What follows belongs to an exercise in optimizing a design on an open flow for small area; a production flow would make more cautious choices. Only simulation tests tie the RTL to the original design; equivalence was not proved. Power is estimated from default activity; no workload was simulated.

$ cat config.mk
export PLATFORM = sky130hd
export DESIGN_NAME = sobel_window
export DESIGN_NICKNAME = sobel_window
export VERILOG_FILES = /design/flow/design.v
export SDC_FILE = /design/flow/constraint.sdc
export NUM_CORES = 4
export LEC_CHECK = 0
export CAP_MARGIN = 20
export CORE_MARGIN = 2
export CORE_UTILIZATION = 50
export SLEW_MARGIN = 20
export SYNTH_HIERARCHICAL = 1
export SYNTH_MINIMUM_KEEP_SIZE = 0
$ cat constraint.sdc
create_clock -name core_clock -period 12.0 [get_ports {clk}]
set_input_delay 2.4000 -clock core_clock [delete_from_list [all_inputs] [get_ports {clk}]]
set_output_delay 2.4000 -clock core_clock [all_outputs]
set_load 0.01 [all_outputs]
$ cat design.v
module windowBuffer
(
  input  wire        n_rst,
  input  wire        clk,
  input  wire        start_shift,
  input  wire        start_read,
  input  wire [1:0]  shift_direc,
  input  wire [7:0]  data_r,
  input  wire [3:0]  count,
  output wire [3:0]  count_o,
  output wire        read_done,
  output wire        shift_done,
  output wire [0:8][7:0] windowBufferOut
);
  reg [0:8][7:0] windowBuffer;
  wire [0:8][7:0] windowBufferNext;
  wire rd = start_read & ~start_shift;
  wire sh = start_shift & ~start_read;
  wire d0 = ~shift_direc[1] & ~shift_direc[0];
  wire d1 = ~shift_direc[1] &  shift_direc[0];
  wire d2 =  shift_direc[1] & ~shift_direc[0];
  wire d3 =  shift_direc[1] &  shift_direc[0];
  wire sl = sh & d1;
  wire sr = sh & d2;
  wire sd = sh & d3;
  wire [15:0] c;
  genvar j;
  generate
    for (j = 0; j < 16; j = j + 1) begin : g_c
      assign c[j] = (count == j);
    end
  endgenerate
  wire [8:0] w;
  assign w[0] = rd & ((d0 & c[6]) | (d2 & c[2]) | (d3 & c[0]));
  assign w[1] = rd & ((d0 & c[7]) | (d3 & c[1]));
  assign w[2] = rd & ((d0 & c[8]) | (~d0 & ~d2 & c[2]));
  assign w[3] = rd & ((d0 & c[3]) | (d2 & c[1]));
  assign w[4] = rd & d0 & c[4];
  assign w[5] = rd & ((d0 & c[5]) | (d1 & c[1]));
  assign w[6] = rd & ~shift_direc[0] & c[0];
  assign w[7] = rd & d0 & c[1];
  assign w[8] = rd & ((d0 & c[2]) | (d1 & c[0]));
  wire cnt_low = ~count[3] & ~count[2] & ~(count[1] & count[0]);
  wire valid = cnt_low | (d0 & (~count[3] | c[8]) );
  wire clr = rd & ~valid;
  wire busy = sl | sr | sd | clr;
  wire [8:0] h = ~({9{busy}} | w);
  ao_sel #(3) u_n0 (.s({h[0], sl, w[0]}),         .x({windowBuffer[0], windowBuffer[1], data_r}),                   .y(windowBufferNext[0]));
  ao_sel #(4) u_n1 (.s({h[1], sl, sr, w[1]}),     .x({windowBuffer[1], windowBuffer[2], windowBuffer[0], data_r}),  .y(windowBufferNext[1]));
  ao_sel #(3) u_n2 (.s({h[2], sr, w[2]}),         .x({windowBuffer[2], windowBuffer[1], data_r}),                   .y(windowBufferNext[2]));
  ao_sel #(4) u_n3 (.s({h[3], sl, sd, w[3]}),     .x({windowBuffer[3], windowBuffer[4], windowBuffer[0], data_r}),  .y(windowBufferNext[3]));
  ao_sel #(5) u_n4 (.s({h[4], sl, sr, sd, w[4]}), .x({windowBuffer[4], windowBuffer[5], windowBuffer[3], windowBuffer[1], data_r}), .y(windowBufferNext[4]));
  ao_sel #(4) u_n5 (.s({h[5], sr, sd, w[5]}),     .x({windowBuffer[5], windowBuffer[4], windowBuffer[2], data_r}),  .y(windowBufferNext[5]));
  ao_sel #(4) u_n6 (.s({h[6], sl, sd, w[6]}),     .x({windowBuffer[6], windowBuffer[7], windowBuffer[3], data_r}),  .y(windowBufferNext[6]));
  ao_sel #(5) u_n7 (.s({h[7], sl, sr, sd, w[7]}), .x({windowBuffer[7], windowBuffer[8], windowBuffer[6], windowBuffer[4], data_r}), .y(windowBufferNext[7]));
  ao_sel #(4) u_n8 (.s({h[8], sr, sd, w[8]}),     .x({windowBuffer[8], windowBuffer[7], windowBuffer[5], data_r}),  .y(windowBufferNext[8]));
  always_ff @(negedge n_rst, posedge clk)
    if (n_rst == 1'b0)
      windowBuffer <= '0;
    else
      windowBuffer <= windowBufferNext;
  assign count_o[0] = rd & ~count[0];
  assign count_o[1] = rd & (count[1] ^ count[0]);
  assign count_o[2] = rd & (count[2] ^ (count[1] & count[0]));
  assign count_o[3] = rd & (count[3] ^ (count[2] & count[1] & count[0]));
  assign read_done = rd;
  assign shift_done = sh & (shift_direc != 2'b00);
  assign windowBufferOut = windowBuffer;
endmodule
module ao_sel #(parameter N = 5)
(
  input  wire [N-1:0]       s,
  input  wire [N-1:0][7:0]  x,
  output wire [7:0]         y
);
  integer k;
  reg [7:0] acc;
  always_comb begin
    acc = 8'd0;
    for (k = 0; k < N; k = k + 1)
      acc = acc | ({8{s[k]}} & x[k]);
  end
  assign y = acc;
endmodule
module horizontal_gradient
(
  input  wire [0:8][7:0] windowBuffer,
  output wire [10:0]     sa,
  output wire [10:0]     sb
);
  wire [7:0] P0 = windowBuffer[0];
  wire [7:0] P1 = windowBuffer[1];
  wire [7:0] P2 = windowBuffer[2];
  wire [7:0] P3 = windowBuffer[3];
  wire [7:0] P5 = windowBuffer[5];
  wire [7:0] P6 = windowBuffer[6];
  wire [7:0] P7 = windowBuffer[7];
  wire [7:0] P8 = windowBuffer[8];
  wire [8:0] sd, se, sf, sh;
  sub8 u_d (.a(P5), .b(P3), .d(sd));
  sub8 u_e (.a(P1), .b(P7), .d(se));
  sub8 u_f (.a(P2), .b(P6), .d(sf));
  sub8 u_h (.a(P8), .b(P0), .d(sh));
  wire [8:0] ps_a, pc_a, ps_b, pc_b;
  genvar i;
  generate
    for (i = 0; i < 9; i = i + 1) begin : g_csa
      fa1 u_a (.a(sd[i]), .b(sf[i]), .c(se[i]),  .s(ps_a[i]), .co(pc_a[i]));
      fa1 u_b (.a(sd[i]), .b(sh[i]), .c(~se[i]), .s(ps_b[i]), .co(pc_b[i]));
    end
  endgenerate
  wire [10:0] ca, cb;
  assign sa[0] = ps_a[0];
  ha1 u_a1 (.a(ps_a[1]), .b(pc_a[0]), .s(sa[1]), .co(ca[2]));
  assign sb[0] = ~ps_b[0];
  fa1 u_b1 (.a(ps_b[1]), .b(pc_b[0]), .c(ps_b[0]), .s(sb[1]), .co(cb[2]));
  generate
    for (i = 2; i < 9; i = i + 1) begin : g_cpa
      fa1 u_a (.a(ps_a[i]), .b(pc_a[i-1]), .c(ca[i]), .s(sa[i]), .co(ca[i+1]));
      fa1 u_b (.a(ps_b[i]), .b(pc_b[i-1]), .c(cb[i]), .s(sb[i]), .co(cb[i+1]));
    end
  endgenerate
  ha1 u_a9 (.a(pc_a[8]), .b(ca[9]), .s(sa[9]), .co(sa[10]));
  ha1 u_b9 (.a(pc_b[8]), .b(cb[9]), .s(sb[9]), .co(sb[10]));
endmodule
module fa1 (input wire a, input wire b, input wire c, output wire s, output wire co);
  assign s  = a ^ b ^ c;
  assign co = (a & b) | (c & (a ^ b));
endmodule
module ha1 (input wire a, input wire b, output wire s, output wire co);
  assign s  = a ^ b;
  assign co = a & b;
endmodule
module sub8
(
  input  wire [7:0] a,
  input  wire [7:0] b,
  output wire [8:0] d
);
  wire [8:0] c;
  assign d[0] = a[0] ^ b[0];
  assign c[1] = a[0] | ~b[0];
  genvar i;
  generate
    for (i = 1; i < 8; i = i + 1) begin : g_fa
      fa1 u_fa (.a(a[i]), .b(~b[i]), .c(c[i]), .s(d[i]), .co(c[i+1]));
    end
  endgenerate
  assign d[8] = c[8];
endmodule
module total_gradient
(
  input  wire [10:0] sa,
  input  wire [10:0] sb,
  input  wire        en,
  output wire [7:0]  g
);
  wire okA = ~sa[10] & sa[9] & (sa[8] ^ sa[7]) & (sa[8] | (|sa[6:0]));
  wire okB = ~sb[10] & sb[9] & (sb[8] ^ sb[7]) & (sb[8] | (|sb[6:0]));
  wire sat = ~(okA & okB);
  wire sA = sa[7];
  wire sB = sb[7];
  wire [6:0] a, nb;
  genvar i;
  generate
    for (i = 0; i < 7; i = i + 1) begin : g_x
      assign a[i]  = sa[i] ^ sA;
      assign nb[i] = ~(sb[i] ^ sB);
    end
  endgenerate
  wire [7:0] c;
  assign c[0] = sA | ~sB;
  generate
    for (i = 0; i < 7; i = i + 1) begin : g_cmp
      maj3 u_maj (.a(a[i]), .b(nb[i]), .c(c[i]), .y(c[i+1]));
    end
  endgenerate
  wire ge = c[7];
  wire [6:0] m0;
  generate
    for (i = 0; i < 7; i = i + 1) begin : g_sel
      assign m0[i] = (ge & a[i]) | (~ge & ~nb[i]);
    end
  endgenerate
  wire ms = ge ? sA : sB;
  wire [7:0] k;
  wire [6:0] m;
  assign k[0] = ms;
  generate
    for (i = 0; i < 7; i = i + 1) begin : g_inc
      ha1 u_ha (.a(m0[i]), .b(k[i]), .s(m[i]), .co(k[i+1]));
    end
  endgenerate
  assign g[0] = en & sat;
  assign g[7:1] = {7{en}} & ({7{sat}} | m);
endmodule
module maj3 (input wire a, input wire b, input wire c, output wire y);
  assign y = (a & b) | (c & (a | b));
endmodule
module sobel_window (
  input  wire        clk,
  input  wire        n_rst,
  input  wire        start_shift,
  input  wire        start_read,
  input  wire [1:0]  shift_direc,
  input  wire [7:0]  data_r,
  input  wire [3:0]  count,
  input  wire        start_calculations,
  input  wire        start_t_grad,
  output wire [3:0]  count_o,
  output wire        read_done,
  output wire        shift_done,
  output wire [71:0] window,
  output wire        h_done,
  output wire        v_done,
  output wire [7:0]  g
);
  wire [0:8][7:0] windowBufferOut;
  wire [10:0] sa;
  wire [10:0] sb;
  windowBuffer window_buffer (.clk(clk), .n_rst(n_rst), .start_shift(start_shift), .start_read(start_read), .shift_direc(shift_direc), .data_r(data_r), .count(count), .count_o(count_o), .read_done(read_done), .shift_done(shift_done), .windowBufferOut(windowBufferOut));
  horizontal_gradient grad_sums (.windowBuffer(windowBufferOut), .sa(sa), .sb(sb));
  total_gradient total_grad (.sa(sa), .sb(sb), .en(start_calculations & start_t_grad), .g(g));
  assign h_done = start_calculations;
  assign v_done = start_calculations;
  genvar i;
  generate
    for (i = 0; i < 9; i = i + 1) begin : g_win
      assign window[8*i +: 8] = windowBufferOut[i];
    end
  endgenerate
endmodule
$ cat flow/run.sh
#!/bin/bash
# Own layout flow: the standard layout (standard.sh) with three changes,
# made on a private copy of the ORFS scripts:
#  - Yosys's ABC mapping script drops its buffering and gate up/down-sizing
#    passes (buffer -c, upsize -c, dnsize -c), so gates stay minimum size;
#    timing repair in OpenROAD still sizes what the clock period needs.
#  - port buffers are buf_1 cells instead of the default delay buffer;
#  - clock tree synthesis uses clkbuf_4 cells, clusters of at most 8 sinks and no dummy loads.
# Each tool's full output stays in the ORFS log folder (orfs/logs/...);
# make's own output goes to flow_make.log here.
set -uo pipefail
W=$PWD
rm -rf "$W/scripts_local"
cp -r "$FLOW_HOME/scripts" "$W/scripts_local"
sed -i -e '/^buffer -c$/d' -e '/^upsize -c$/d' -e '/^dnsize -c$/d' "$W/scripts_local/abc_speed.script"
bash standard.sh \
  "SCRIPTS_DIR=$W/scripts_local" \
  "BUFFER_PORTS_ARGS=-buffer_cell sky130_fd_sc_hd__buf_1" \
  "CTS_ARGS=-sink_clustering_enable -repair_clock_nets -buf_list sky130_fd_sc_hd__clkbuf_4 -sink_clustering_size 8 -dont_use_dummy_load" \
  finish > "$W/flow_make.log" 2>&1
rc=$?
tail -40 "$W/flow_make.log"
exit $rc
$ cat standard.sh
#!/bin/bash
# synth_recipe.tcl (not shown) runs the flow's synth.tcl, then flattens the netlist and writes it again
# the make line also repeats each setting of config.mk as NAME=value (left out here)
make -C /OpenROAD-flow-scripts/flow DESIGN_CONFIG=/design/flow/config.mk WORK_HOME=/design/flow/orfs CLKGATE_MAP_FILE= SYNTH_SCRIPT=/design/flow/synth_recipe.tcl "${@:-finish}"
==> run_results.csv, run 1 <==
group,metric,value,unit
routing,firstDrtPassIters,8,
placed_design,routabilityCongestion,0.9543,
floorplan,design.die.area,12040,um2
logic_synthesis,synthArstFlopShare,100.0,%
placed_design,hpwl,13250,um
outcome,status,"finished clean",
global_route,overflow,0,
floorplan,die_y,109.7,um
routing,antenna_left,0,
cts,root_buffer,"clkbuf_4",
finish,areaGrowthSynthToFinish,19.14,%
cts,cts_sinks,72,
setup_path,arrival,9.34,ns
logic_synthesis,synth_top_area_cell,"dfrtp_1",
logic_synthesis,synth_edf_count,0,
global_route,grtUsageTotal,33.64,%
floorplan,core_area,10890,um2
sta,setup_viol,0,
setup_path,critPathMaxStageDelay,0.64,ns
finish,fin_cells,816,
logic_synthesis,yosysTopAreaCellShare,32.24,%
cts,clk_pin_slew,0.12,ns
finish,diodes,0,
setup_path,reg2reg_depth,4,
placed_design,io_buffers,107,
cts,clk_latency,0.44,ns
finish,nNetsFinal,777,
cts,cts_buffers,9,
logic_synthesis,synth_area,5589,um2
setup_path,start_kind,"flop",
setup_path,critical_path_required,9.60,ns
cts,clk_path_buf_depth,2,
logic_synthesis,ys_ff_latch,72,
pwr,finalPower,1.895,mW
cts,h-tree-depth,3,
sta,period_share,97.84,%
sta,hold_viol,0,
global_route,grt_max_degree,73,
global_route,antenna_found_initial,0,
setup_path,critPathKind,"reg -> out",
sta,fmax,85.18,MHz
finish,reg_top3,"window_buffer.windowBuffer: 72 flops",
global_route,grt_first_pass_wirelength,29510,um
setup_path,crit_top_cell,"fa_2",
logic_synthesis,synthCells,526,
pwr,leakage,2.827,nW
logic_synthesis,seq_area_frac_synth,32.24,%
logic_synthesis,syn_nets,625,
pwr,intPower,1.002,mW
floorplan,die_w,109.7,um
pwr,p_per_area,284.6,nW/um2
sta,clock_skew,0.01600,ns
finish,seqCellArea,1802,um2
floorplan,floorplan.initialDensity,51.33,%
sta,worst_pin_slew,1.205,ns
min_path,hold_depth,2,
pwr,switching_power,0.8937,mW
setup_path,cp_slowest_cell,"fa_2",
flow_run,drv_cap,0,
logic_synthesis,synth.yosys.warnings,10,
min_path,hold-path-endpoint,"window_buffer.windowBuffer[12]$_DFF_PN0_",
routing,initialDrtViolationCount,657,
setup_path,worst-path-max-fanout,4,
cts,cts_tree,"yes",
routing,via_per_inst,6.304,
pwr,max-vdd-ir-drop,0.3981,mV
floorplan,num_rows,38,
pwr,clkPwrFrac,6.3,%
routing,drc,0,
pwr,combinationalPowerShare,79.9,%
global_route,first_global_vias,5143,
floorplan,num_io_pins,108,
setup_path,cp-end-kind,"output pin",
logic_synthesis,synth_cell_types,36,
logic_synthesis,synth_area_leaders,"dfrtp_1 (32%), fa_1 (22%), a22oi_1 (13%)",
finish,multiInputGateArea,3597,um2
finish,top_register,"window_buffer.windowBuffer",
finish,final_util,61.16,%
logic_synthesis,synthFlopType,"dfrtp_1",
pwr,seq_power_share,13.9,%
pwr,p_sw_share,47.15,%
logic_synthesis,synth.avg_cell_area,10.63,um2
sta,slew_headroom,19.65,%
setup_path,rrSetupSlack,10.87,ns
min_path,min_from,"window_buffer.windowBuffer[20]$_DFF_PN0_",
finish,num-fill-cells,949,
finish,largest_register_ffs,72,
routing,drt-total-wl,19270,um
setup_path,regToRegStartpoint,"window_buffer.windowBuffer[0]$_DFF_PN0_",
routing,post_drt_wl_per_cell,23.61,um
sta,min_period,11.74,ns
setup_path,r2r_end,"window_buffer.windowBuffer[8]$_DFF_PN0_",
finish,drive_above_1_share,16.42,%
sta,drv_slew,0,
min_path,hold_class,"reg -> reg",
routing,vias,5144,
placed_design,placed_cells,796,
kinds of logic (layout without fill, tap and decap cells):
group | count (synthesis) | in the layout | share of synthesized area, %
AOI/OAI and AO/OA | 157 | 157 | 21.94
xor gates and xnor gates | 19 | 19 | 2.977
adders and majority gates | 86 | 86 | 27.13
buffers and inverters | 86 | 236 | 6.246
DFF | 72 | 72 | 32.24
muxes | 3 | 3 | 0.5597
and+or+nand+nor | 103 | 103 | 8.910
layer usage:
metal | vias to the layer above | global-route usage (%) | share of wire [%]
met5 | - | 0 | 0
met4 | 0 | 14.01 | 3.1
met3 | 42 | 7.054 | 9.3
met2 | 290 | 53.26 | 48
met1 | 2565 | 45.10 | 40
li1 | 2247 | - | -
worst max-delay path: cells and delay by family, from the launching register on:
kind                     cells  cell delay [ns]
buffers and inverters        8             0.70
XOR/XNOR                     1             0.09
AO/OA/AOI/OAI                2             0.22
adder cells (fa/ha/maj)     24             7.41
AND/OR/NAND/NOR              1             0.05
flip-flops                   1             0.42
layout by cell type (no fill, tap or decap), types with 5 or more instances in the layout:
cell and count:
buf_4 40, clkinv_1 72, ha_1 12, a222oi_1 32, maj3_2 7, clkbuf_4 9, a21oi_1 13, nand2_1 59
fa_2 29, dfrtp_1 72, xnor2_1 11, nor2_1 14, fa_1 32, a22oi_1 96, ha_2 5, xor2_1 7
buf_1 105, a41oi_1 6
how the worst max path moves through the flow:
stage               cells after the start                                startpoint    to
floorplan                              31  window_buffer.windowBuffer[56]$_DFF_PN0_  g[7]
global placement                       32  window_buffer.windowBuffer[56]$_DFF_PN0_  g[7]
detailed placement                     32  window_buffer.windowBuffer[56]$_DFF_PN0_  g[7]
CTS                                    32  window_buffer.windowBuffer[56]$_DFF_PN0_  g[7]
global route                           36  window_buffer.windowBuffer[56]$_DFF_PN0_  g[7]
finish                                 36  window_buffer.windowBuffer[56]$_DFF_PN0_  g[7]
per-module statistics from Yosys (local to each module, per instance), a selection:
module,flip-flops and latches,copies in the design
total_gradient,0,1
ha1,0,10
horizontal_gradient,0,1
sobel_window,0,1
fa1,0,61
maj3,0,7
windowBuffer,72,1
sub8,0,4
Yosys cell counts (2+ instances only):
cell type	n
nor4_1	4
a41oi_1	7
a222oi_1	32
dfrtp_1	72
a22oi_1	96
clkinv_1	79
nor3b_1	3
mux2i_1	2
nor3_1	4
xnor2_1	12
fa_1	61
xor2_1	7
nor2_1	14
nand2b_1	4
a21oi_1	16
nand4bb_1	4
maj3_1	7
ha_1	18
buf_4	7
nor4b_1	2
nand2_1	59
and2_0	2
cell type report:
type	instances	area share, %
multi-input combinational	368	54.02
timing repair buffer	148	10.75
inverter	79	4.528
sequential	72	27.06
tap	140	2.631
clock buffer	9	1.015
what timing repair did:
item / 4_1_cts / 5_1_grt
resized for setup: 34 / 22
setup buffers: 9 / 2
pin swaps: 18 / 24
hold buffers: 0 / 0
setup endpoints to repair: 3 / 3
power groups by stage:
stage          clock (mW)  combinational (mW)  sequential (mW)
6_report            0.119                1.51            0.263
5_1_grt             0.132                1.66            0.264
4_1_cts             0.122                1.46            0.263
3_5_place_dp            0                1.24            0.267
3_3_place_gp            0                1.21            0.267
2_1_floorplan           0               0.914            0.267
through the flow:
stage                     cell area [um2]  setup WS, ns  hold WS, ns   TNS (ns)
after floorplan                      5589        0.2057       0.5791          0
after global placement               6362       0.07787       0.5537          0
after detailed placement             6370      -0.05105       0.5596   -0.05105
after CTS                            6589      0.002482       0.5875          0
after global routing                 6659     -0.001467       0.6262  -0.001467
final                                6659        0.2598       0.5932          0
==> run 2, diff against run 1 <==
--- a/design.v
+++ b/design.v
@@ -161,33 +161,33 @@
   wire sA = sa[7];
   wire sB = sb[7];
-  wire [6:0] a, nb;
-  genvar i;
-  generate
-    for (i = 0; i < 7; i = i + 1) begin : g_x
-      assign a[i]  = sa[i] ^ sA;
-      assign nb[i] = ~(sb[i] ^ sB);
-    end
-  endgenerate
-  wire [7:0] c;
-  assign c[0] = sA | ~sB;
-  generate
-    for (i = 0; i < 7; i = i + 1) begin : g_cmp
-      maj3 u_maj (.a(a[i]), .b(nb[i]), .c(c[i]), .y(c[i+1]));
+  wire [6:0] oa, ob;
+  assign oa[0] = 1'b0;
+  assign ob[0] = 1'b0;
+  genvar i;
+  generate
+    for (i = 1; i < 7; i = i + 1) begin : g_or
+      assign oa[i] = oa[i-1] | sa[i-1];
+      assign ob[i] = ob[i-1] | sb[i-1];
+    end
+  endgenerate
+  wire [6:0] ua, nub;
+  generate
+    for (i = 0; i < 7; i = i + 1) begin : g_abs
+      assign ua[i]  = sa[i] ^ (sA & oa[i]);
+      assign nub[i] = ~(sb[i] ^ (sB & ob[i]));
+    end
+  endgenerate
+  wire [7:1] c;
+  assign c[1] = ua[0] | nub[0];
+  generate
+    for (i = 1; i < 7; i = i + 1) begin : g_cmp
+      maj3 u_maj (.a(ua[i]), .b(nub[i]), .c(c[i]), .y(c[i+1]));
     end
   endgenerate
   wire ge = c[7];
-  wire [6:0] m0;
+  wire [6:0] m;
   generate
     for (i = 0; i < 7; i = i + 1) begin : g_sel
-      assign m0[i] = (ge & a[i]) | (~ge & ~nb[i]);
-    end
-  endgenerate
-  wire ms = ge ? sA : sB;
-  wire [7:0] k;
-  wire [6:0] m;
-  assign k[0] = ms;
-  generate
-    for (i = 0; i < 7; i = i + 1) begin : g_inc
-      ha1 u_ha (.a(m0[i]), .b(k[i]), .s(m[i]), .co(k[i+1]));
+      assign m[i] = (ge & ua[i]) | (~ge & ~nub[i]);
     end
   endgenerate
--- a/flow/run.sh
+++ b/flow/run.sh
@@ -6,5 +6,5 @@
 #    timing repair in OpenROAD still sizes what the clock period needs.
 #  - port buffers are buf_1 cells instead of the default delay buffer;
-#  - clock tree synthesis uses clkbuf_4 cells, clusters of at most 8 sinks and no dummy loads.
+#  - clock tree synthesis uses clkbuf_8 cells and no dummy loads.
 # Each tool's full output stays in the ORFS log folder (orfs/logs/...);
 # make's own output goes to flow_make.log here.
@@ -17,5 +17,5 @@
   "SCRIPTS_DIR=$W/scripts_local" \
   "BUFFER_PORTS_ARGS=-buffer_cell sky130_fd_sc_hd__buf_1" \
-  "CTS_ARGS=-sink_clustering_enable -repair_clock_nets -buf_list sky130_fd_sc_hd__clkbuf_4 -sink_clustering_size 8 -dont_use_dummy_load" \
+  "CTS_ARGS=-sink_clustering_enable -repair_clock_nets -buf_list sky130_fd_sc_hd__clkbuf_8 -dont_use_dummy_load" \
   finish > "$W/flow_make.log" 2>&1
 rc=$?
==> run 2 against run 1 <==
Net effect:
- clock power is 34% higher
- worst setup slack better by 0.37 ns
- total power is 27% lower
- via count is 1.2% higher
- global-route usage is 2.9 points lower
- first-iteration DRC count is 5.9% higher
- synthesized cell count is 3.2% higher
- clock skew is 0.0079 ns higher
- critical endpoint unchanged
- largest cell class unchanged
==> run_results.csv, run 2 <==
group,metric,value,unit
logic_synthesis,synthArstFlopShare,100.0,%
routing,drt-total-wl,18550,um
finish,layout_commonest_cell,"buf_1",
cts,cts.repair_timing.setup_buffer_count,0,
finish,diodes,0,
floorplan,design.die.area,12200,um2
logic_synthesis,synth_top_area_cell,"dfrtp_1",
setup_path,critPathKind,"reg -> out",
logic_synthesis,syn_nets,635,
min_path,hold-path-endpoint,"window_buffer.windowBuffer[20]$_DFF_PN0_",
sta,rsz0062_at_grt,"false",
pwr,max-vdd-ir-drop,0.2930,mV
cts,clk_latency,0.37,ns
routing,post_drt_wl_per_cell,23.01,um
cts,clk_pin_slew,0.07,ns
cts,hold_buffers,0,
min_path,hold_class,"reg -> reg",
global_route,grt_max_degree,73,
setup_path,arrival,8.97,ns
global_route,grt_first_pass_wirelength,29280,um
routing,initialDrtViolationCount,696,
logic_synthesis,seq_area_frac_synth,31.79,%
pwr,leakage,2.719,nW
setup_path,critical_path_required,9.60,ns
floorplan,num_io_pins,108,
logic_synthesis,synth_edf_count,0,
cts,cts_sinks,72,
finish,nNetsFinal,760,
cts,root_buffer,"clkbuf_8",
logic_synthesis,synth.yosys.warnings,10,
sta,drv_slew,0,
logic_synthesis,synth_most_common_cell,"a22oi_1",
cts,h-tree-depth,3,
routing,firstDrtPassIters,8,
min_path,min_from,"window_buffer.windowBuffer[20]$_DFF_PN0_",
routing,vias,5207,
global_route,overflow,0,
setup_path,start_kind,"flop",
floorplan,die_w,110.5,um
logic_synthesis,yosysTopAreaCellShare,31.79,%
logic_synthesis,synth_cell_types,46,
logic_synthesis,netlist_top_cells_count,"a22oi_1 (96), clkinv_1 (77), dfrtp_1 (72)",
cts,cts_tree,"yes",
routing,via_per_inst,6.460,
logic_synthesis,synth.avg_cell_area,10.44,um2
logic_synthesis,synthFlopType,"dfrtp_1",
finish,layout_common_cells,"buf_1 (106), a22oi_1 (96), clkinv_1 (77), dfrtp_1 (72), fa_1 (61)",
finish,drive_above_1_share,4.655,%
logic_synthesis,synth_area_leaders,"dfrtp_1 (32%), fa_1 (22%), a22oi_1 (13%)",
setup_path,r2r_end,"window_buffer.windowBuffer[69]$_DFF_PN0_",
floorplan,core_area,10940,um2
finish,top_register,"window_buffer.windowBuffer",
setup_path,rrSetupSlack,10.89,ns
finish,largest_register_ffs,72,
global_route,first_global_vias,5219,
placed_design,hpwl,13090,um
global_route,antenna_found_initial,0,
floorplan,floorplan.initialDensity,51.83,%
placed_design,routabilityCongestion,0.9335,
sta,setup_viol,0,
min_path,hold_depth,2,
cts,cts-resized-gates,0,
finish,areaGrowthSynthToFinish,13.93,%
logic_synthesis,ys_ff_latch,72,
finish,reg_top3,"window_buffer.windowBuffer: 72 flops",
outcome,status,"finished clean",
pwr,p_per_area,215.6,nW/um2
placed_design,io_buffers,107,
floorplan,die_y,110.5,um
sta,period_share,94.72,%
setup_path,reg2reg_depth,2,
flow_run,drv_cap,0,
global_route,grtUsageTotal,30.75,%
sta,worst_pin_slew,1.095,ns
setup_path,worst-path-max-fanout,11,
sta,min_period,11.37,ns
sta,setup_ws,0.6342,ns
routing,antenna_left,0,
routing,drc,0,
logic_synthesis,synth_area,5668,um2
floorplan,num_rows,38,
sta,fmax,87.98,MHz
logic_synthesis,synthCells,543,
placed_design,pre_cts_ws,0.9848,ns
cts,clk_path_buf_depth,2,
sta,slew_headroom,26.59,%
setup_path,cp-end-kind,"output pin",
setup_path,regToRegStartpoint,"window_buffer.windowBuffer[61]$_DFF_PN0_",
sta,setup_tns,0,ns
sta,clock_skew,0.02385,ns
cts,cts_buffers,9,
sta,hold_viol,0,
==> run 2: cell types whose count changed in the layout (fill, tap and decap cells not counted), moves of 7 or more <==
cell	delta
buf_4	-26
fa_1	+29
fa_2	-29
clkbuf_8	+9
clkbuf_4	-9
maj3_2	-7
==> run 2: routing by layer <==
| layer | routed length, um | part of all wire, % | vias up | global-route usage [%] |
|---|---|---|---|---|
| li1 | - | - | 2255 | - |
| met5 | 0 | 0 | - | 0 |
| met1 | 7388 | 40 | 2588 | 42.02 |
| met4 | 607 | 3.3 | 0 | 12.83 |
| met3 | 1825 | 9.8 | 49 | 6.257 |
| met2 | 8726 | 47 | 315 | 48.14 |
==> run 2: cells by family after synthesis <==
| kind of cell | synth area share (%) |
|---|---|
| buf+inv | 6.027 |
| compound gates | 22.78 |
| flops | 31.79 |
| xor+xnor | 2.473 |
| mux | 1.413 |
| fa+ha+maj | 25.03 |
| simple gates | 10.49 |
==> run 2: layout make-up <==
| cell class | instances | area, um2 |
|---|---|---|
| Sequential cell | 72 | 1802 |
| Tap cell | 140 | 175.2 |
| Fill cell | 1033 | 4478 |
| Inverter | 77 | 289.0 |
| Timing Repair Buffer | 121 | 508.0 |
| Clock buffer | 9 | 123.9 |
| Multi-Input combinational cell | 387 | 3560 |
==> run 2: Yosys stat by module, one instance, submodules excluded, excerpt <==
module	cells inside	area (um2)	copies in the design
fa1	1	20.02	61
maj3	1	10.01	6
horizontal_gradient	11	45.04	1
total_gradient	82	545.5	1
windowBuffer	129	2196	1
sobel_window	3	21.27	1
sub8	12	57.56	4
ha1	1	12.51	3
==> run 2: critical path: stages, from the launching register on <==
cell	delay, ns
dfrtp_1	0.44
clkinv_1	0.07
ha_1	0.14
clkinv_1	0.07
fa_1	0.40
fa_1	0.41
fa_1	0.40
fa_1	0.42
fa_1	0.41
fa_1	0.54
fa_1	0.54
fa_1	0.44
fa_1	0.72
nand2_1	0.11
xnor2_1	0.21
clkinv_1	0.09
maj3_1	0.36
maj3_1	0.36
maj3_1	0.37
maj3_1	0.37
maj3_1	0.36
maj3_1	0.48
clkinv_1	0.20
o211ai_1	0.14
o31ai_1	0.26
o211ai_1	0.11
buf_1	0.17
==> run 2: how the worst max path moves through the flow <==
stage                                             startpoint   end  slack (ns)
finish              window_buffer.windowBuffer[24]$_DFF_PN0_  g[7]        0.63
global route        window_buffer.windowBuffer[56]$_DFF_PN0_  g[7]        0.22
CTS                 window_buffer.windowBuffer[24]$_DFF_PN0_  g[7]        0.58
detailed placement  window_buffer.windowBuffer[24]$_DFF_PN0_  g[7]        0.98
global placement    window_buffer.windowBuffer[24]$_DFF_PN0_  g[7]        1.17
floorplan           window_buffer.windowBuffer[56]$_DFF_PN0_  g[7]        1.61
==> run 2: stage by stage <==
stage               hold WS [ns]  utilization [%]  cells  cell area, um2  total power [mW]
floorplan                 0.5791                -    543            5668             1.029
global placement          0.5436            57.78    796            6319             1.218
detailed placement        0.5571            57.85    796            6326             1.235
CTS                       0.5727            58.98    805            6450             1.394
global route              0.6032            59.05    806            6457             1.511
finish                    0.5746            59.05    806            6457             1.392
==> run 2: power breakdown <==
part / switching, mW / internal [mW] / total [mW] / leakage (nW)
sequential: 0.0139 / 0.250 / 0.264 / 1.00
combinational: 0.549 / 0.421 / 0.969 / 1.65
clock: 0.0918 / 0.0671 / 0.159 / 0.0647
total: 0.654 / 0.738 / 1.39 / 2.72
==> run 3, diff against run 2 <==
--- a/design.v
+++ b/design.v
@@ -24,23 +24,30 @@
   wire sr = sh & d2;
   wire sd = sh & d3;
-  wire [15:0] c;
-  genvar j;
-  generate
-    for (j = 0; j < 16; j = j + 1) begin : g_c
-      assign c[j] = (count == j);
-    end
-  endgenerate
+  wire [3:0] lo, hi;
+  assign lo[0] = ~count[1] & ~count[0];
+  assign lo[1] = ~count[1] &  count[0];
+  assign lo[2] =  count[1] & ~count[0];
+  assign lo[3] =  count[1] &  count[0];
+  assign hi[0] = ~count[3] & ~count[2];
+  assign hi[1] = ~count[3] &  count[2];
+  assign hi[2] =  count[3] & ~count[2];
+  assign hi[3] =  count[3] &  count[2];
+  wire r0 = rd & d0;
+  wire r1 = rd & d1;
+  wire r2 = rd & d2;
+  wire r3 = rd & d3;
+  wire rlo = rd & hi[0];
   wire [8:0] w;
-  assign w[0] = rd & ((d0 & c[6]) | (d2 & c[2]) | (d3 & c[0]));
-  assign w[1] = rd & ((d0 & c[7]) | (d3 & c[1]));
-  assign w[2] = rd & ((d0 & c[8]) | (~d0 & ~d2 & c[2]));
-  assign w[3] = rd & ((d0 & c[3]) | (d2 & c[1]));
-  assign w[4] = rd & d0 & c[4];
-  assign w[5] = rd & ((d0 & c[5]) | (d1 & c[1]));
-  assign w[6] = rd & ~shift_direc[0] & c[0];
-  assign w[7] = rd & d0 & c[1];
-  assign w[8] = rd & ((d0 & c[2]) | (d1 & c[0]));
+  assign w[0] = (r0 & hi[1] & lo[2]) | (r2 & hi[0] & lo[2]) | (r3 & hi[0] & lo[0]);
+  assign w[1] = (r0 & hi[1] & lo[3]) | (r3 & hi[0] & lo[1]);
+  assign w[2] = (r0 & hi[2] & lo[0]) | (rlo & shift_direc[0] & lo[2]);
+  assign w[3] = (r0 & hi[0] & lo[3]) | (r2 & hi[0] & lo[1]);
+  assign w[4] = r0 & hi[1] & lo[0];
+  assign w[5] = (r0 & hi[1] & lo[1]) | (r1 & hi[0] & lo[1]);
+  assign w[6] = rlo & ~shift_direc[0] & lo[0];
+  assign w[7] = r0 & hi[0] & lo[1];
+  assign w[8] = (r0 & hi[0] & lo[2]) | (r1 & hi[0] & lo[0]);
   wire cnt_low = ~count[3] & ~count[2] & ~(count[1] & count[0]);
-  wire valid = cnt_low | (d0 & (~count[3] | c[8]) );
+  wire valid = cnt_low | (d0 & (~count[3] | (hi[2] & lo[0])));
   wire clr = rd & ~valid;
   wire busy = sl | sr | sd | clr;
@@ -74,12 +81,31 @@
   output wire [7:0]         y
 );
-  integer k;
-  reg [7:0] acc;
-  always_comb begin
-    acc = 8'd0;
-    for (k = 0; k < N; k = k + 1)
-      acc = acc | ({8{s[k]}} & x[k]);
-  end
-  assign y = acc;
+  genvar b;
+  generate
+    for (b = 0; b < 8; b = b + 1) begin : g_bit
+      wire t3n;
+      aoi222 u_t3 (.a1(s[N-1]), .a2(x[N-1][b]), .b1(s[N-2]), .b2(x[N-2][b]), .c1(s[N-3]), .c2(x[N-3][b]), .y(t3n));
+      if (N == 3) begin : g_n3
+        assign y[b] = ~t3n;
+      end else if (N == 4) begin : g_n4
+        wire t1n;
+        nand2m u_t1 (.a(s[0]), .b(x[0][b]), .y(t1n));
+        nand2m u_o (.a(t3n), .b(t1n), .y(y[b]));
+      end else begin : g_n5
+        wire t2n;
+        aoi22 u_t2 (.a1(s[1]), .a2(x[1][b]), .b1(s[0]), .b2(x[0][b]), .y(t2n));
+        nand2m u_o (.a(t3n), .b(t2n), .y(y[b]));
+      end
+    end
+  endgenerate
+endmodule
+module aoi222 (input wire a1, input wire a2, input wire b1, input wire b2, input wire c1, input wire c2, output wire y);
+  assign y = ~((a1 & a2) | (b1 & b2) | (c1 & c2));
+endmodule
+module aoi22 (input wire a1, input wire a2, input wire b1, input wire b2, output wire y);
+  assign y = ~((a1 & a2) | (b1 & b2));
+endmodule
+module nand2m (input wire a, input wire b, output wire y);
+  assign y = ~(a & b);
 endmodule
 module horizontal_gradient
@@ -139,6 +165,6 @@
 );
   wire [8:0] c;
-  assign d[0] = a[0] ^ b[0];
-  assign c[1] = a[0] | ~b[0];
+  xor2m u_s0 (.a(a[0]), .b(b[0]), .y(d[0]));
+  ornm  u_c0 (.a(a[0]), .b(b[0]), .y(c[1]));
   genvar i;
   generate
@@ -148,4 +174,10 @@
   endgenerate
   assign d[8] = c[8];
+endmodule
+module xor2m (input wire a, input wire b, output wire y);
+  assign y = a ^ b;
+endmodule
+module ornm (input wire a, input wire b, output wire y);
+  assign y = a | ~b;
 endmodule
 module total_gradient
==> run 3 against run 2 <==
Net effect:
- die area decreased by 2.2%
- synthesized cell count decreased by 1.7%
- cell area down 2.8%
- sequential power is essentially flat
- largest power group unchanged
==> run_results.csv, run 3 <==
group,metric,value,unit
outcome,status,"finished clean",
floorplan,die_y,109.3,um
min_path,hold_class,"reg -> reg",
setup_path,cp-end-kind,"output pin",
logic_synthesis,synth_area_leaders,"dfrtp_1 (33%), fa_1 (22%), a222oi_1 (13%)",
placed_design,routabilityCongestion,0.9021,
setup_path,crit_family,"adder cells",
global_route,first_global_vias,4936,
cts,cts_buffers,9,
finish,diodes,0,
placed_design,placed_area,6142,um2
floorplan,design.die.area,11940,um2
sta,period_share,94.12,%
logic_synthesis,ys_ff_latch,72,
finish,finalInstanceArea,6279,um2
logic_synthesis,synth_edf_count,0,
finish,layout_common_cells,"buf_1 (106), nand2_1 (102), a222oi_1 (72), dfrtp_1 (72), clkinv_1 (65)",
pwr,leakage,2.722,nW
global_route,grt_first_pass_wirelength,27920,um
routing,drc,0,
sta,hold_viol,0,
setup_path,critPathMaxStageDelay,0.72,ns
routing,wl_met1,7081,um
logic_synthesis,synthMuxAreaShare,1.265,%
sta,slew_headroom,23.41,%
routing,via_per_inst,6.439,
sta,rsz0062_at_grt,"false",
global_route,antenna_found_initial,0,
flow_run,drv_cap,0,
logic_synthesis,synthFlopType,"dfrtp_1",
finish,areaGrowthSynthToFinish,13.35,%
routing,met2RoutedLength,8580,um
logic_synthesis,synthAdderAreaFrac,24.71,%
routing,top_layer_used,"met4",
cts,cts.repair_timing.setup_buffer_count,0,
finish,top_register,"window_buffer.windowBuffer",
placed_design,placed_cells,783,
routing,firstDrtPassIters,10,
global_route,overflow,0,
cts,cts_tree,"yes",
logic_synthesis,synth_most_common_cell,"nand2_1",
setup_path,critical_path_required,9.60,ns
sta,min_period,11.29,ns
logic_synthesis,synth_top_family_by_area,"adder cells",
routing,vias,5106,
logic_synthesis,synth_top_area_cell,"dfrtp_1",
logic_synthesis,synth_cell_types,47,
setup_path,crit_buf_inv,4,
setup_path,crit_top_cell,"fa_1",
logic_synthesis,yosysTopAreaCellShare,32.53,%
cts,hold_buffers,0,
finish,fin_cells,793,
floorplan,num_io_pins,108,
routing,drt-total-wl,18350,um
routing,initialDrtViolationCount,925,
setup_path,critPathKind,"reg -> out",
sta,fmax,88.54,MHz
sta,drv_slew,0,
sta,clock_skew,0.01279,ns
pwr,p_per_area,200.8,nW/um2
setup_path,start_kind,"flop",
logic_synthesis,synthCells,534,
finish,largest_register_ffs,72,
setup_path,arrival,8.89,ns
setup_path,worst-path-max-fanout,11,
finish,drive_above_1_share,3.522,%
cts,root_buffer,"clkbuf_8",
logic_synthesis,netlist_top_cells_count,"nand2_1 (102), a222oi_1 (72), dfrtp_1 (72)",
logic_synthesis,syn_nets,622,
cts,cts-resized-gates,0,
cts,clk_path_buf_depth,2,
logic_synthesis,synth_area,5539,um2
floorplan,die_w,109.3,um
sta,worst_pin_slew,1.145,ns
floorplan,num_rows,38,
global_route,grt_max_degree,60,
placed_design,io_buffers,107,
logic_synthesis,synth_xor_area_share,3.004,%
finish,layout_commonest_cell,"buf_1",
global_route,grtUsageTotal,31.76,%
logic_synthesis,yosys.area_share.simple,13.80,%
sta,setup_tns,0,ns
routing,met3RoutedLength,2006,um
logic_synthesis,synthArstFlopShare,100.0,%
cts,clk_pin_slew,0.08,ns
sta,setup_viol,0,
setup_path,cp_slowest_cell,"fa_1",
logic_synthesis,seq_area_frac_synth,32.53,%
cts,clk_latency,0.35,ns
routing,antenna_left,0,
finish,reg_top3,"window_buffer.windowBuffer: 72 flops",
floorplan,core_area,10840,um2
logic_synthesis,synth-compound-area-share,19.34,%
cts,h-tree-depth,3,
logic_synthesis,synth.yosys.warnings,7,
routing,post_drt_wl_per_cell,23.14,um
pwr,max-vdd-ir-drop,0.2742,mV
finish,nNetsFinal,743,
floorplan,floorplan.initialDensity,51.10,%
placed_design,hpwl,12780,um
cts,cts_sinks,72,
logic_synthesis,synth.avg_cell_area,10.37,um2
==> run 3: cells by family after synthesis <==
| family | count (synthesis) |
|---|---|
| AND/OR/NAND/NOR | 169 |
| AO/OA/AOI/OAI | 121 |
| adder cells (fa/ha/maj) | 74 |
| buffers and inverters | 72 |
| flip-flops | 72 |
| XOR/XNOR | 19 |
| multiplexers | 7 |
==> run 3: final timing paths <==
check | from | end | slack (ns) | cells past startpoint
max | window_buffer.windowBuffer[56]$_DFF_PN0_ | g[7] | 0.71 | 25
min | window_buffer.windowBuffer[18]$_DFF_PN0_ | window_buffer.windowBuffer[10]$_DFF_PN0_ | 0.61 | 2
max reg2reg | window_buffer.windowBuffer[67]$_DFF_PN0_ | window_buffer.windowBuffer[67]$_DFF_PN0_ | 10.79 | 2
min reg2reg | window_buffer.windowBuffer[18]$_DFF_PN0_ | window_buffer.windowBuffer[10]$_DFF_PN0_ | 0.61 | 2
max in group asynchronous | n_rst | window_buffer.windowBuffer[18]$_DFF_PN0_ | 8.94 | 2
min in group asynchronous | n_rst | window_buffer.windowBuffer[20]$_DFF_PN0_ | 1.94 | 1
==> run 3: layout make-up <==
class,instances,area [um2]
Clock buffer,9,123.9
Fill cell,986,4562
Inverter,65,244.0
Multi-Input combinational cell,390,3458
Sequential cell,72,1802
Tap cell,140,175.2
Timing Repair Buffer,117,475.5
==> run 3: power by group <==
part / internal [mW] / switching, mW
clock network: 0.0672 / 0.0903
registers: 0.249 / 0.0119
logic: 0.364 / 0.478
==> run 3: layer usage <==
metal	track usage [%]	vias up
met2	49.60	336
met5	0	-
met1	42.41	2505
met3	8.010	49
li1	-	2216
met4	13.11	0
==> run 3: metrics by stage <==
step | setup WS, ns | hold WS (ns) | total power, mW | util, %
finish | 0.7051 | 0.6054 | 1.261 | 57.92
global route | 0.3459 | 0.6246 | 1.371 | 57.92
CTS | 0.7058 | 0.6002 | 1.256 | 57.80
detailed placement | 1.120 | 0.5860 | 1.097 | 56.66
global placement | 1.288 | 0.5741 | 1.082 | 56.66
floorplan | 1.680 | 0.6000 | 0.9204 | -
==> run 3: worst min-delay path, stage by stage (launching register included) <==
cell and delay [ns]:
dfrtp_1 0.40, a222oi_1 0.10, nand2_1 0.07
==> run 3: per-module statistics from Yosys, one instance, submodules excluded, a selection <==
module	flops+latches	cells inside	area, um2
horizontal_gradient	0	11	45.04
ornm	0	1	6.256
sub8	0	8	33.78
ha1	0	1	12.51
maj3	0	1	10.01
nand2m	0	1	3.754
total_gradient	0	82	545.5
sobel_window	0	3	21.27
windowBuffer	72	128	2152
xor2m	0	1	8.758
aoi22	0	1	7.507
aoi222	0	1	10.01
fa1	0	1	20.02
==> run 4, diff against run 3 <==
--- a/flow/run.sh
+++ b/flow/run.sh
@@ -3,6 +3,8 @@
 # made on a private copy of the ORFS scripts:
 #  - Yosys's ABC mapping script drops its buffering and gate up/down-sizing
-#    passes (buffer -c, upsize -c, dnsize -c), so gates stay minimum size;
-#    timing repair in OpenROAD still sizes what the clock period needs.
+#    passes (buffer -c, upsize -c, dnsize -c), so gates stay minimum size,
+#    and its mapper (&nf) may relax delay for area (-R 1000) and permute
+#    pins (-p); timing repair in OpenROAD still sizes what the clock period
+#    needs.
 #  - port buffers are buf_1 cells instead of the default delay buffer;
 #  - clock tree synthesis uses clkbuf_8 cells and no dummy loads.
@@ -13,5 +15,5 @@
 rm -rf "$W/scripts_local"
 cp -r "$FLOW_HOME/scripts" "$W/scripts_local"
-sed -i -e '/^buffer -c$/d' -e '/^upsize -c$/d' -e '/^dnsize -c$/d' "$W/scripts_local/abc_speed.script"
+sed -i -e '/^buffer -c$/d' -e '/^upsize -c$/d' -e '/^dnsize -c$/d' -e 's/^&nf$/\&nf -R 1000 -p/' "$W/scripts_local/abc_speed.script"
 bash standard.sh \
   "SCRIPTS_DIR=$W/scripts_local" \
--- a/config.mk
+++ b/config.mk
@@ -8,5 +8,5 @@
 export CAP_MARGIN = 20
 export CORE_MARGIN = 2
-export CORE_UTILIZATION = 50
+export CORE_UTILIZATION = 65
 export SLEW_MARGIN = 20
 export SYNTH_HIERARCHICAL = 1
==> run 4 against run 3 <==
Net effect:
- still clean on timing, DRC and antenna
- count of clock-buffer cells in the layout unchanged
- register-to-register slack improved by 0.10 ns
- final cell count is 7.3% lower
- utilization increased by 17 points
- worst setup slack better by 0.34 ns
- clock power down 5%
- sequential share of layout area rose by 1.0 points
- critical path depth decreased by 3
- largest power group unchanged
==> run_results.csv, run 4 <==
group,metric,value,unit
logic_synthesis,seq_area_frac_synth,33.52,%
cts,clk_latency,0.34,ns
sta,period_share,91.25,%
sta,setup_viol,0,
cts,cts-resized-gates,0,
logic_synthesis,synth_area_leaders,"dfrtp_1 (34%), fa_1 (23%), a222oi_1 (13%)",
setup_path,arrival,8.55,ns
logic_synthesis,synth_cell_types,37,
finish,areaGrowthSynthToFinish,12.85,%
routing,antenna_left,0,
routing,vias,5050,
sta,drv_slew,0,
logic_synthesis,synth_top_area_cell,"dfrtp_1",
floorplan,num_rows,33,
global_route,grtUsageTotal,37.93,%
finish,final_util,74.57,%
cts,clk_pin_slew,0.09,ns
routing,post_drt_wl_per_cell,22.59,um
setup_path,critical_path_required,9.60,ns
logic_synthesis,synth_area,5375,um2
finish,nNetsFinal,720,
sta,clock_skew,0.02951,ns
routing,via_per_inst,6.871,
finish,drive_above_1_share,3.492,%
pwr,p_per_area,181.9,nW/um2
cts,hold_buffers,0,
sta,hold_ws,0.5697,ns
sta,hold_viol,0,
cts,cts_tree,"yes",
finish,top_register,"window_buffer.windowBuffer",
global_route,antenna_found_initial,0,
min_path,hold_class,"reg -> reg",
cts,clk_path_buf_depth,2,
placed_design,io_buffers,107,
finish,layout_commonest_cell,"nand2_1",
floorplan,num_io_pins,108,
logic_synthesis,synthArstFlopShare,100.0,%
finish,diodes,0,
placed_design,routabilityCongestion,0.9332,
logic_synthesis,synth_most_common_cell,"nand2_1",
pwr,max-vdd-ir-drop,0.2063,mV
sta,fmax,91.32,MHz
logic_synthesis,synth_edf_count,0,
placed_design,placed_area,5942,um2
global_route,grt_first_pass_wirelength,25410,um
finish,reg_top3,"window_buffer.windowBuffer: 72 flops",
logic_synthesis,synth.yosys.warnings,7,
setup_path,cp_slowest_cell,"fa_1",
floorplan,die_w,94.94,um
sta,slew_headroom,19.16,%
cts,cts_buffers,9,
logic_synthesis,syn_nets,600,
setup_path,critPathMaxStageDelay,0.69,ns
floorplan,floorplan.initialDensity,66.08,%
placed_design,hpwl,11440,um
logic_synthesis,synthCells,512,
floorplan,die_y,94.94,um
routing,drc,0,
sta,min_period,10.95,ns
floorplan,design.die.area,9013,um2
floorplan,core_area,8134,um2
cts,cts_sinks,72,
setup_path,worst-path-max-fanout,9,
pwr,leakage,2.668,nW
logic_synthesis,synthFlopType,"dfrtp_1",
finish,finalInstanceArea,6066,um2
pwr,finalPower,1.103,mW
setup_path,crit_buf_inv,2,
finish,largest_register_ffs,72,
logic_synthesis,synth.avg_cell_area,10.50,um2
cts,h-tree-depth,3,
cts,cts.repair_timing.setup_buffer_count,0,
logic_synthesis,ys_ff_latch,72,
setup_path,crit_top_cell,"fa_1",
global_route,grt_max_degree,73,
setup_path,crit_family,"adder cells",
sta,rsz0062_at_grt,"false",
routing,drt-total-wl,16610,um
global_route,overflow,0,
outcome,status,"finished clean",
setup_path,start_kind,"flop",
setup_path,critPathKind,"reg -> out",
setup_path,crit_chain,"nand2b_1 > fa_1 > fa_1 > fa_1 > fa_1 > fa_1 > clkinv_1 > fa_1 > fa_1 > fa_1 > fa_1 > nand2_1 > xor2_1 > maj3_1 > maj3_1 > maj3_1 > maj3_1 > maj3_1 > maj3_1 > mux2_1 > o21a_1 > buf_1",
finish,layout_common_cells,"nand2_1 (108), buf_1 (106), a222oi_1 (72), dfrtp_1 (72), fa_1 (61)",
logic_synthesis,netlist_top_cells_count,"nand2_1 (108), a222oi_1 (72), dfrtp_1 (72)",
global_route,first_global_vias,4764,
cts,root_buffer,"clkbuf_8",
logic_synthesis,yosysTopAreaCellShare,33.52,%
flow_run,drv_cap,0,
routing,initialDrtViolationCount,958,
sta,setup_tns,0,ns
setup_path,cp-end-kind,"output pin",
routing,firstDrtPassIters,8,
sta,worst_pin_slew,1.208,ns
-- run 4: Yosys stat by module (local to each module, per instance), excerpt --
module	cells	copies in the design	area, um2	flip-flops and latches
nand2m	1	96	3.754	0
horizontal_gradient	11	1	45.04	0
aoi222	1	72	10.01	0
sobel_window	3	1	21.27	0
sub8	8	4	33.78	0
xor2m	1	4	8.758	0
total_gradient	61	1	395.4	0
maj3	1	6	10.01	0
windowBuffer	127	1	2138	72
-- run 4: per-stage QoR --
stage	setup slack (ns)	instances
floorplan	2.019	512
CTS	1.058	735
global route	0.7495	735
finish	1.050	735
global placement	1.649	726
detailed placement	1.446	726
-- run 4: metal layers --
metal	part of all wire (%)	global-route usage (%)
met5	0	0
met3	13	8.300
met1	35	51.36
met2	48	60.05
met4	3.3	15.46
-- run 4: worst paths after layout --
| kind | slack [ns] | startpoint | to | cells past startpoint |
|---|---|---|---|---|
| hold / removal | 0.57 | window_buffer.windowBuffer[34]$_DFF_PN0_ | window_buffer.windowBuffer[10]$_DFF_PN0_ | 2 |
| setup / recovery | 1.05 | window_buffer.windowBuffer[56]$_DFF_PN0_ | g[1] | 22 |
| setup reg to reg | 10.89 | window_buffer.windowBuffer[46]$_DFF_PN0_ | window_buffer.windowBuffer[46]$_DFF_PN0_ | 2 |
| min in group asynchronous | 2.28 | n_rst | window_buffer.windowBuffer[41]$_DFF_PN0_ | 2 |
| max in group asynchronous | 9.09 | n_rst | window_buffer.windowBuffer[13]$_DFF_PN0_ | 2 |
| hold reg to reg | 0.57 | window_buffer.windowBuffer[34]$_DFF_PN0_ | window_buffer.windowBuffer[10]$_DFF_PN0_ | 2 |
-- run 4: worst register-to-register path: stages, from the launching register on --
cell,delay [ns]
dfrtp_1,0.47
a222oi_1,0.41
nand2_1,0.12
-- run 4: logic make-up (layout without fill, tap and decap cells) --
kind of cell	after synthesis	count (layout)	synth area share, %
compound gates	119	119	19.55
xor+xnor	18	18	2.933
fa+ha+maj	74	74	25.47
buf+inv	65	183	5.028
flops	72	72	33.52
mux	3	3	0.6052
simple gates	161	161	12.90
-- run 4: area by class of cell --
cell class	instances	area (um2)
Clock buffer	9	123.9
Fill cell	613	2068
Inverter	58	217.7
Multi-Input combinational cell	375	3321
Sequential cell	72	1802
Tap cell	105	131.4
Timing Repair Buffer	116	470.5
-- run 4: where the power goes --
part,internal [mW],total [mW],switching [mW]
clock,0.0670,0.149,0.0822
sequential,0.249,0.260,0.0116
combinational,0.294,0.694,0.400
total,0.610,1.10,0.494
==> run 5, diff against run 4 <==
--- a/config.mk
+++ b/config.mk
@@ -8,5 +8,5 @@
 export CAP_MARGIN = 20
 export CORE_MARGIN = 2
-export CORE_UTILIZATION = 65
+export CORE_UTILIZATION = 50
 export SLEW_MARGIN = 20
 export SYNTH_HIERARCHICAL = 1
==> run 5 against run 4 <==
Net effect:
- cell area is 0.80% higher
- total power decreased by 0.23%
- combinational power is 0.9% lower
- global-route usage decreased by 7.2 points
- clock power about the same
- clock skew decreased by 0.018 ns
- via count down 3.6%
- sequential power is essentially flat
- critical path depth unchanged
- critical path type unchanged
- largest power group unchanged
==> run_results.csv, run 5 <==
group,metric,value,unit
global_route,overflow,0,
routing,antenna_left,0,
finish,areaGrowthSynthToFinish,13.76,%
global_route,antenna_found_initial,0,
cts,h-tree-depth,3,
pwr,seq_power_share,23.7,%
cts,cts.repair_timing.setup_buffer_count,0,
setup_path,worst-path-max-fanout,9,
setup_path,crit_chain,"nand2b_1 > fa_1 > fa_1 > fa_1 > fa_1 > fa_1 > fa_1 > fa_1 > clkinv_1 > fa_1 > fa_1 > nand2_1 > xor2_1 > maj3_1 > maj3_1 > maj3_1 > maj3_1 > maj3_1 > maj3_1 > mux2_1 > o21a_1 > buf_1",
routing,drt-total-wl,17410,um
sta,rsz0062_at_grt,"false",
logic_synthesis,synthCells,512,
sta,hold_viol,0,
logic_synthesis,synth-compound-area-share,19.55,%
floorplan,num_io_pins,108,
routing,initialDrtViolationCount,968,
floorplan,design.die.area,11600,um2
finish,largest_register_ffs,72,
placed_design,pre_cts_ws,1.509,ns
sta,hold_ws,0.6018,ns
sta,fmax,92.30,MHz
placed_design,routabilityCongestion,0.8760,
finish,layout_common_cells,"nand2_1 (108), buf_1 (106), a222oi_1 (72), dfrtp_1 (72), fa_1 (61)",
sta,setup_ws,1.166,ns
logic_synthesis,synth_top_area_cell,"dfrtp_1",
setup_path,crit_buf_inv,2,
flow_run,drv_cap,0,
global_route,first_global_vias,4583,
finish,reg_top3,"window_buffer.windowBuffer: 72 flops",
placed_design,io_buffers,107,
sta,slew_headroom,17.82,%
pwr,intPower,0.6109,mW
cts,clk_path_buf_depth,2,
logic_synthesis,yosysTopAreaCellShare,33.52,%
pwr,max-vdd-ir-drop,0.3009,mV
floorplan,floorplan.initialDensity,51.83,%
placed_design,hpwl,11960,um
floorplan,num_rows,37,
finish,drive_above_1_share,3.803,%
min_path,hold_class,"reg -> reg",
sta,period_share,90.28,%
setup_path,critPathMaxStageDelay,0.72,ns
routing,drc,0,
logic_synthesis,syn_nets,600,
logic_synthesis,synth_top_family_by_area,"adder cells",
cts,clk_latency,0.35,ns
setup_path,crit_family,"adder cells",
logic_synthesis,netlist_top_cells_count,"nand2_1 (108), a222oi_1 (72), dfrtp_1 (72)",
logic_synthesis,ys_ff_latch,72,
pwr,leakage,2.674,nW
cts,clk_pin_slew,0.07,ns
routing,firstDrtPassIters,9,
global_route,grt_first_pass_wirelength,26360,um
logic_synthesis,synthArstFlopShare,100.0,%
cts,cts-resized-gates,0,
pwr,p_per_area,180.0,nW/um2
setup_path,rrSetupSlack,10.73,ns
sta,drv_slew,0,
setup_path,arrival,8.43,ns
setup_path,crit_top_cell,"fa_1",
logic_synthesis,synth.avg_cell_area,10.50,um2
logic_synthesis,synth.yosys.warnings,7,
pwr,p_sw_share,44.50,%
setup_path,cp_slowest_cell,"fa_1",
finish,nNetsFinal,721,
finish,diodes,0,
setup_path,cp-end-kind,"output pin",
sta,clock_skew,0.01198,ns
logic_synthesis,yosys.area_share.simple,12.90,%
sta,worst_pin_slew,1.228,ns
floorplan,die_y,107.7,um
sta,setup_viol,0,
pwr,switching_power,0.4899,mW
setup_path,critPathKind,"reg -> out",
setup_path,start_kind,"flop",
outcome,status,"finished clean",
finish,top_register,"window_buffer.windowBuffer",
sta,min_period,10.83,ns
setup_path,critical_path_required,9.60,ns
floorplan,die_w,107.7,um
floorplan,core_area,10370,um2
logic_synthesis,synth_area_leaders,"dfrtp_1 (34%), fa_1 (23%), a222oi_1 (13%)",
cts,cts_sinks,72,
logic_synthesis,synth_area,5375,um2
routing,via_per_inst,6.347,
pwr,clkPwrFrac,13.9,%
global_route,grtUsageTotal,30.73,%
routing,vias,4868,
cts,cts_buffers,9,
sta,setup_tns,0,ns
cts,cts_tree,"yes",
logic_synthesis,synth_xor_area_share,2.933,%
logic_synthesis,synthMuxAreaShare,0.6052,%
routing,post_drt_wl_per_cell,22.69,um
logic_synthesis,synth_edf_count,0,
global_route,grt_max_degree,73,
logic_synthesis,synth_cell_types,37,
cts,hold_buffers,0,
logic_synthesis,synthAdderAreaFrac,25.47,%
pwr,combinationalPowerShare,62.5,%
logic_synthesis,seq_area_frac_synth,33.52,%
finish,layout_commonest_cell,"nand2_1",
cts,root_buffer,"clkbuf_8",
logic_synthesis,synthFlopType,"dfrtp_1",
logic_synthesis,synth_most_common_cell,"nand2_1",
==> run 5: stage by stage <==
stage                     std cells  cell area (um2)  utilization [%]  power [mW]
after global routing            767             6115            58.96       1.205
after detailed placement        758             5988            57.75      0.9510
after floorplan                 512             5375                -      0.7965
final                           767             6115            58.96       1.101
after global placement          758             5988            57.75      0.9366
after CTS                       767             6112            58.94       1.108
==> run 5: kinds of logic (layout without fill, tap and decap cells) <==
| kind of cell | after synthesis | count (layout) |
|---|---|---|
| DFF | 72 | 72 |
| adders and majority gates | 74 | 74 |
| and+or+nand+nor | 161 | 161 |
| buffers and inverters | 65 | 184 |
| xor gates and xnor gates | 18 | 18 |
| AOI/OAI and AO/OA | 119 | 119 |
| muxes | 3 | 3 |
==> run 5: final timing paths <==
kind | startpoint | endpoint | depth (start not counted)
min in group asynchronous | n_rst | window_buffer.windowBuffer[31]$_DFF_PN0_ | 2
max in group asynchronous | n_rst | window_buffer.windowBuffer[27]$_DFF_PN0_ | 2
worst min-delay path | window_buffer.windowBuffer[15]$_DFF_PN0_ | window_buffer.windowBuffer[7]$_DFF_PN0_ | 2
worst min register to register | window_buffer.windowBuffer[15]$_DFF_PN0_ | window_buffer.windowBuffer[7]$_DFF_PN0_ | 2
worst max-delay path | window_buffer.windowBuffer[56]$_DFF_PN0_ | g[1] | 22
worst max register to register | window_buffer.windowBuffer[64]$_DFF_PN0_ | window_buffer.windowBuffer[64]$_DFF_PN0_ | 2
==> run 5: area by class of cell <==
class	count	area, um2
Timing Repair Buffer	117	478.0
Multi-Input combinational cell	375	3323
Clock buffer	9	123.9
Inverter	58	217.7
Tap cell	136	170.2
Sequential cell	72	1802
Fill cell	962	4255
==> run 5: Yosys stat by module, one instance, submodules excluded, a selection <==
| module | flops+latches | copies in the design | cells | cell area [um2] |
|---|---|---|---|---|
| aoi22 | 0 | 16 | 1 | 7.507 |
| aoi222 | 0 | 72 | 1 | 10.01 |
| fa1 | 0 | 61 | 1 | 20.02 |
| ha1 | 0 | 3 | 1 | 12.51 |
| horizontal_gradient | 0 | 1 | 11 | 45.04 |
| maj3 | 0 | 6 | 1 | 10.01 |
| nand2m | 0 | 96 | 1 | 3.754 |
| ornm | 0 | 4 | 1 | 6.256 |
| sobel_window | 0 | 1 | 3 | 21.27 |
| sub8 | 0 | 4 | 8 | 33.78 |
| total_gradient | 0 | 1 | 61 | 395.4 |
| windowBuffer | 72 | 1 | 127 | 2138 |
| xor2m | 0 | 4 | 1 | 8.758 |
==> run 5: per-layer routing <==
layer | routed length [um] | track usage (%)
met1 | 6751 | 43.84
met2 | 7857 | 44.43
met3 | 2292 | 9.019
met5 | 0 | 0
met4 | 505 | 11.54
==> run 5: power groups by stage <==
stage                     clock [mW]  combinational, mW  sequential, mW
after floorplan                    0              0.532           0.264
after global placement             0              0.672           0.265
after detailed placement           0              0.686           0.265
after CTS                      0.156              0.692           0.260
after global routing           0.165              0.778           0.261
final                          0.152              0.688           0.261
==> run 5: worst min-delay path: stages (launching register included) <==
cell,delay [ns]
dfrtp_1,0.41
a222oi_1,0.09
nand2_1,0.07

static timing again, ports no longer ideal:
No port has a modelled driver above. Below, the same layouts with a new extraction and two added sets of constraints.
Step 1, drivers: a clkbuf_16 drives clk and a buf_2 each remaining input, both assumed.
Step 2 adds t to the input delays and takes it off the output delays; t is the mean of the earliest and latest rising clock arrival at the registers after step 1. Input paths then give back, and output paths get back, about the clock's delay inside the block.
Three values: no drivers, after step 1, after step 2; two values: the first two.
| run | shift t [ns] | setup slack, ns | latest minus earliest clock arrival (ns) | worst data-port slew with drivers (ns) |
|---|---|---|---|---|
| run 1 | 0.465 | 0.260 / 0.231 / 0.696 | 0.016 / 0.016 | 0.03 |
| run 2 | 0.396 | 0.634 / 0.601 / 0.997 | 0.024 / 0.024 | 0.03 |
| run 3 | 0.385 | 0.705 / 0.670 / 1.054 | 0.015 / 0.015 | 0.03 |
| run 4 | 0.362 | 1.050 / 1.020 / 1.382 | 0.036 / 0.036 | 0.03 |
| run 5 | 0.377 | 1.166 / 1.131 / 1.508 | 0.014 / 0.014 | 0.03 |
After both steps every run listed still meets setup and hold.
